This is an optimization exercise on Yosys and OpenROAD, whose aim is a short achievable clock period and few clock cycles, not a production implementation.
At most, simulation tests tie the RTL to the original design; equivalence was not proved.
Power and IR drop assume default switching activity.

==> inputs of build 81 <==
Design cpu, start of the top module:
module cpu (
    input   logic        clk,
    input   logic        reset,
    input   logic        run_i,
    input   logic        continue_i,
    output  logic [15:0] hex_display_debug,
    output  logic [15:0] led_o,
    output  logic        paused_o,
    input   logic [15:0] mem_rdata,
    output  logic [15:0] mem_wdata,
    output  logic [15:0] mem_addr,
    output  logic        mem_mem_ena,
    output  logic        mem_wr_ena
);
    localparam int R_IR   = 0;    
    localparam int R_PC1  = 16;   
    localparam int R_PRED = 32;   
    localparam int RW     = 33;
    localparam int E_IR    = 0;    
    localparam int E_PC1   = 16;   
    localparam int E_OFF   = 32;   
    localparam int E_DR    = 48;   
    localparam int E_SR1I  = 56;   
    localparam int E_SR2I  = 59;   
    localparam int E_DRI   = 62;   
    localparam int E_ADD   = 65;
    localparam int E_AND   = 66;
    localparam int E_NOT   = 67;
    localparam int E_BR    = 68;
    localparam int E_JMP   = 69;
    localparam int E_JSR   = 70;
    localparam int E_LDR   = 71;
    localparam int E_STR   = 72;
    localparam int E_PSE   = 73;
    localparam int E_USE1  = 74;
    localparam int E_USE2  = 75;
    localparam int E_WR    = 76;
    localparam int E_ALU   = 77;
    localparam int E_IMM   = 78;
  ...
Settings: LEC_CHECK=0, ABC_CLOCK_PERIOD_IN_PS=1500, CAP_MARGIN=20, CORE_MARGIN=2, CORE_UTILIZATION=40, SETUP_SLACK_MARGIN=4.8, SLEW_MARGIN=20, TNS_END_PERCENT=20; clock period 7.0 ns.
standard.sh (not shown) runs the stock make flow with config.mk's settings and CLKGATE_MAP_FILE= SYNTH_SCRIPT=/design/flow/synth_recipe.tcl, a recipe that flattens the netlist after the stock synthesis.
==> flow/flow/run.sh <==
#!/bin/bash
# Standard layout, with a plain buffer (not a delay buffer) on every port, and
# without the adder-extraction step in synthesis (abc maps the adders as
# plain logic). Registers are the same as the standard synthesis's.
set -euo pipefail
export BUFFER_PORTS_ARGS="-buffer_cell sky130_fd_sc_hd__buf_4"
export ADDER_MAP_FILE=
bash standard.sh finish > run_standard.log 2>&1
==> trial 93 (differences from build 81) <==
--- a/flow/design.v
+++ b/flow/design.v
@@ -679,12 +679,11 @@
     endfunction
     localparam logic [1:0] S_HALT = 2'd0, S_RUN = 2'd1, S_P1 = 2'd2, S_P2 = 2'd3;
     logic [1:0]  run_st;
     logic [127:0] rf;           
     logic        cc_n, cc_z, cc_p;
-    logic [15:0] pse_ir;        
-    logic        paused_r;
+    logic [15:0] pse_ir;
     logic [15:0] fpc;           
     logic [15:0] xpc;           
     logic [15:0] pa, pd;
     logic        pw;            
     logic        p_v;           
@@ -753,32 +752,25 @@
     logic kill_cc;
     assign kill_cc = x_fire & (x_alu | x_ldr);
     function automatic logic kill_reg(input logic [2:0] d);
         kill_reg = x_fire & x_wr & (x_dri == d);
     endfunction
-    logic [15:0] btb_v;
-    logic [11:0] btb_tag [0:15];
-    logic [15:0] btb_tgt [0:15];
+    logic [7:0]  btb_v;
+    logic [12:0] btb_tag [0:7];
+    logic [15:0] btb_tgt [0:7];
     logic        bhit;
     logic [15:0] btgt;
     logic [15:0] x_pc;
-    logic [15:0] bh;
+    logic [7:0]  bh;
     always_comb begin
         btgt = '0;
-        for (int i = 0; i < 16; i++) begin
-            bh[i] = btb_v[i] & (fpc[3:0] == i[3:0]) & (btb_tag[i] == fpc[15:4]);
+        for (int i = 0; i < 8; i++) begin
+            bh[i] = btb_v[i] & (fpc[2:0] == i[2:0]) & (btb_tag[i] == fpc[15:3]);
             btgt  = btgt | ({16{bh[i]}} & btb_tgt[i]);
         end
     end
-    logic        lp_v;
-    logic [15:0] lp_pc;
-    logic [2:0]  lp_c;
-    logic        dec_v;         
-    logic [2:0]  dec_c;
-    logic        lp_exit;
-    assign lp_exit = lp_v & (fpc == lp_pc) & (rf[lp_c*16 +: 16] == 16'd1);
-    assign bhit = (|bh) & ~lp_exit & ~(st_v & (fpc == sa));
+    assign bhit = |bh;
     assign x_pc = x_pc1 - 16'd1;
     logic        p_fetch;       
     logic [2:0]  occ;
     logic        room, can_fetch;
     logic [15:0] faddr, faddr1, fpc1;
@@ -832,16 +824,12 @@
            | (e[E_BR] & (l0_c | l1_c | l2_c));
     endfunction
     logic run_next, ent_q, ent_a, ent;
     assign run_next = ((run_st == S_RUN) & ~(x_fire & x_pse))
                     | ((run_st == S_P2) & ~continue_i);
-    logic st_next;
-    assign st_next = x_fire & x_str | (run_st != S_RUN);
-    assign ent_q = ~hz(hr) & ~(hr[E_PSE] & st_next) & run_next & ~redir;
-    logic [EW-1:0] arr_d;
-    assign arr_d = decode(arr_r);
-    assign ent_a = arr_fetch & ~hz(arr_d) & ~(arr_d[E_PSE] & st_next) & run_next & ~redir;
+    assign ent_q = ~hz(hr) & run_next & ~redir;
+    assign ent_a = arr_fetch & ~hz(decode(arr_r)) & run_next & ~redir;
     assign ent   = n_q ? ent_q : ent_a;
     function automatic logic [15:0] rd_fwd(input logic [2:0] r);
         logic [15:0] v;
         if (x_fire & x_jsr & (r == 3'd7))   v = x_pc1;
         else if (ld_we & (s2_dr == r))      v = mem_rdata;
@@ -877,14 +865,11 @@
     assign hit = st_v & (
                    (xv & (x_pc1 == sa1))
                  | hit_q
                  | (s1_v & ~s1_ld & (s1_pc1 == sa1))
                  | (s2_v & ~s2_ld & (s2_pc1 == sa1)));
-    logic paused_nx;
-    assign paused_nx = ((run_st == S_RUN) & x_fire & x_pse) | (run_st == S_P1)
-                     | ((run_st == S_P2) & continue_i) | (ent & nxe[E_PSE] & ~hit);
-    assign paused_o = paused_r;
+    assign paused_o = run_st[1];
     assign led_o = pse_ir;
     assign hex_display_debug = pse_ir;
     always_ff @(posedge clk) begin
         xe  <= nxe;
         opa <= rd_fwd(n_sr1);
@@ -910,12 +895,12 @@
         s2_wreg <= s1_wreg & ~kill_reg(s1_dr);
         s2_wcc  <= s1_wcc & ~kill_cc;
         s2_pc1  <= s1_pc1;
         s2_pred <= s1_pred;
         if (x_fire & x_taken & ~x_pred) begin
-            btb_tag[x_pc[3:0]] <= x_pc[15:4];
-            btb_tgt[x_pc[3:0]] <= x_tgt;
+            btb_tag[x_pc[2:0]] <= x_pc[15:3];
+            btb_tgt[x_pc[2:0]] <= x_tgt;
         end
         if (arr_fetch) qd[qt] <= arr_r;
         if (n_q & ent_q & (qcnt >= 3'd2))
             hr <= decode(qd[qh + 2'd1]);
         else if (arr_fetch & (n_q ? (ent_q & (qcnt == 3'd1)) : 1'b1))
@@ -927,11 +912,10 @@
             rf     <= '0;
             cc_n   <= 1'b0;
             cc_z   <= 1'b0;
             cc_p   <= 1'b0;
             pse_ir <= '0;
-            paused_r <= 1'b0;
             fpc    <= 16'd1;
             xpc    <= '0;
             pa     <= '0;
             pw     <= 1'b0;
             p_v    <= 1'b0;
@@ -944,31 +928,18 @@
             qcnt   <= '0;
             qh     <= '0;
             qt     <= '0;
             smc_r  <= 1'b0;
             btb_v  <= '0;
-            lp_v   <= 1'b0;
-            dec_v  <= 1'b0;
         end else begin
-            if (x_fire) begin
-                dec_v <= x_add & x_ir[5] & (x_ir[4:0] == 5'h1f) & (x_ir[11:9] == x_ir[8:6]);
-                dec_c <= x_dri;
-                if (x_br & x_taken & dec_v & x_ir[8]
-                    & x_ir[9] & ~x_ir[10]) begin
-                    lp_v  <= 1'b1;
-                    lp_pc <= x_pc;
-                    lp_c  <= dec_c;
-                end
-            end
             case (run_st)
                 S_HALT: if (run_i) run_st <= S_RUN;
-                S_RUN:  if (x_fire & x_pse) run_st <= continue_i ? S_P2 : S_P1;
+                S_RUN:  if (x_fire & x_pse) run_st <= S_P1;
                 S_P1:   if (continue_i) run_st <= S_P2;
                 S_P2:   if (~continue_i) run_st <= S_RUN;
             endcase
-            if (ent & nxe[E_PSE]) pse_ir <= nxe[E_IR +: 16];
-            paused_r <= paused_nx;
+            if (x_fire & x_pse) pse_ir <= x_ir;
             for (int i = 0; i < 8; i++) begin
                 if (x_fire & x_alu & x_droh[i])      rf[i*16 +: 16] <= alu_res;
                 else if (x_fire & x_jsr & (i == 7))  rf[i*16 +: 16] <= x_pc1;
                 else if (ld_we & (s2_dr == i[2:0]))  rf[i*16 +: 16] <= mem_rdata;
             end
@@ -980,12 +951,12 @@
                 cc_n <= mem_rdata[15];
                 cc_z <= (mem_rdata == 16'h0);
                 cc_p <= ~mem_rdata[15] & (mem_rdata != 16'h0);
             end
             if (x_fire) xpc <= raddr;
-            if (x_fire & x_taken & ~x_pred) btb_v[x_pc[3:0]] <= 1'b1;
-            if (st_v & (btb_tag[sa[3:0]] == sa[15:4])) btb_v[sa[3:0]] <= 1'b0;
+            if (x_fire & x_taken & ~x_pred) btb_v[x_pc[2:0]] <= 1'b1;
+            if (x_mem & x_str & (btb_tag[agen[2:0]] == agen[15:3])) btb_v[agen[2:0]] <= 1'b0;
             smc_r <= hit;
             if (run_st == S_HALT) begin
                 pa     <= {15'd0, run_i};
                 pw     <= 1'b0;
                 p_ld   <= 1'b0;
==> qor summary <==
item                                                                   build 81               trial 93
Avg Inst Size Synth                                                  11.0 sq um             9.94 sq um
Type of the worst setup path                                       flop to flop  primary input to flop
Die Span Y                                                               375 um                 339 um
Worst path arrival time                                                 3.90 ns                3.78 ns
Global-route usage over all layers                                        29.8%                  29.3%
Flip-flop and latch count after synthesis                                  1100                    835
Area of the placeable core                                         137000 sq um           111000 sq um
Area share of xor/xnor cells in the synthesized design                    9.62%                  9.57%
Clock latency reported for the late side of the worst-skew pair         0.78 ns                0.74 ns
Antenna Diode Count                                                           2                      1
Sequential group power                                                  7640 uW                5890 uW
Pre-Repair DR Iteration Count                                                 7                      6
Run status                                                       finished clean         finished clean
Testbench counts of trial 93, summed over its fixed seeds: cycles 64,652.
No functional check of the RTL was part of build 81.

## port drivers added, routing unchanged
Ports are ideal in the flow. The routed layouts listed here were re-timed in OpenROAD. Step 1 assumes that a clkbuf_16 drives the clock port and a buf_2 every other input. Step 2 adds t to the input delays and takes it off the output delays; t is the mean of the earliest and latest rising clock arrival at the registers after step 1. Input paths then give back, and output paths get back, about the clock's delay inside the block. a / b / c = no drivers / after step 1 / after step 2; a / b = the first two.
run	t (ns)	setup slack, ns	latest minus earliest clock arrival (ns)	worst register clock-pin slew, ns
build 81	0.831	3.590 / 3.590 / 2.805	0.050 / 0.050	0.07 / 0.07
trial 93	0.776	3.788 / 3.729 / 2.953	0.060 / 0.060	0.07 / 0.07
After both steps every run listed still meets setup and hold. The setup slack of trial 93, which loses most, moves by -0.059 ns with the drivers and by -0.835 ns with both steps.
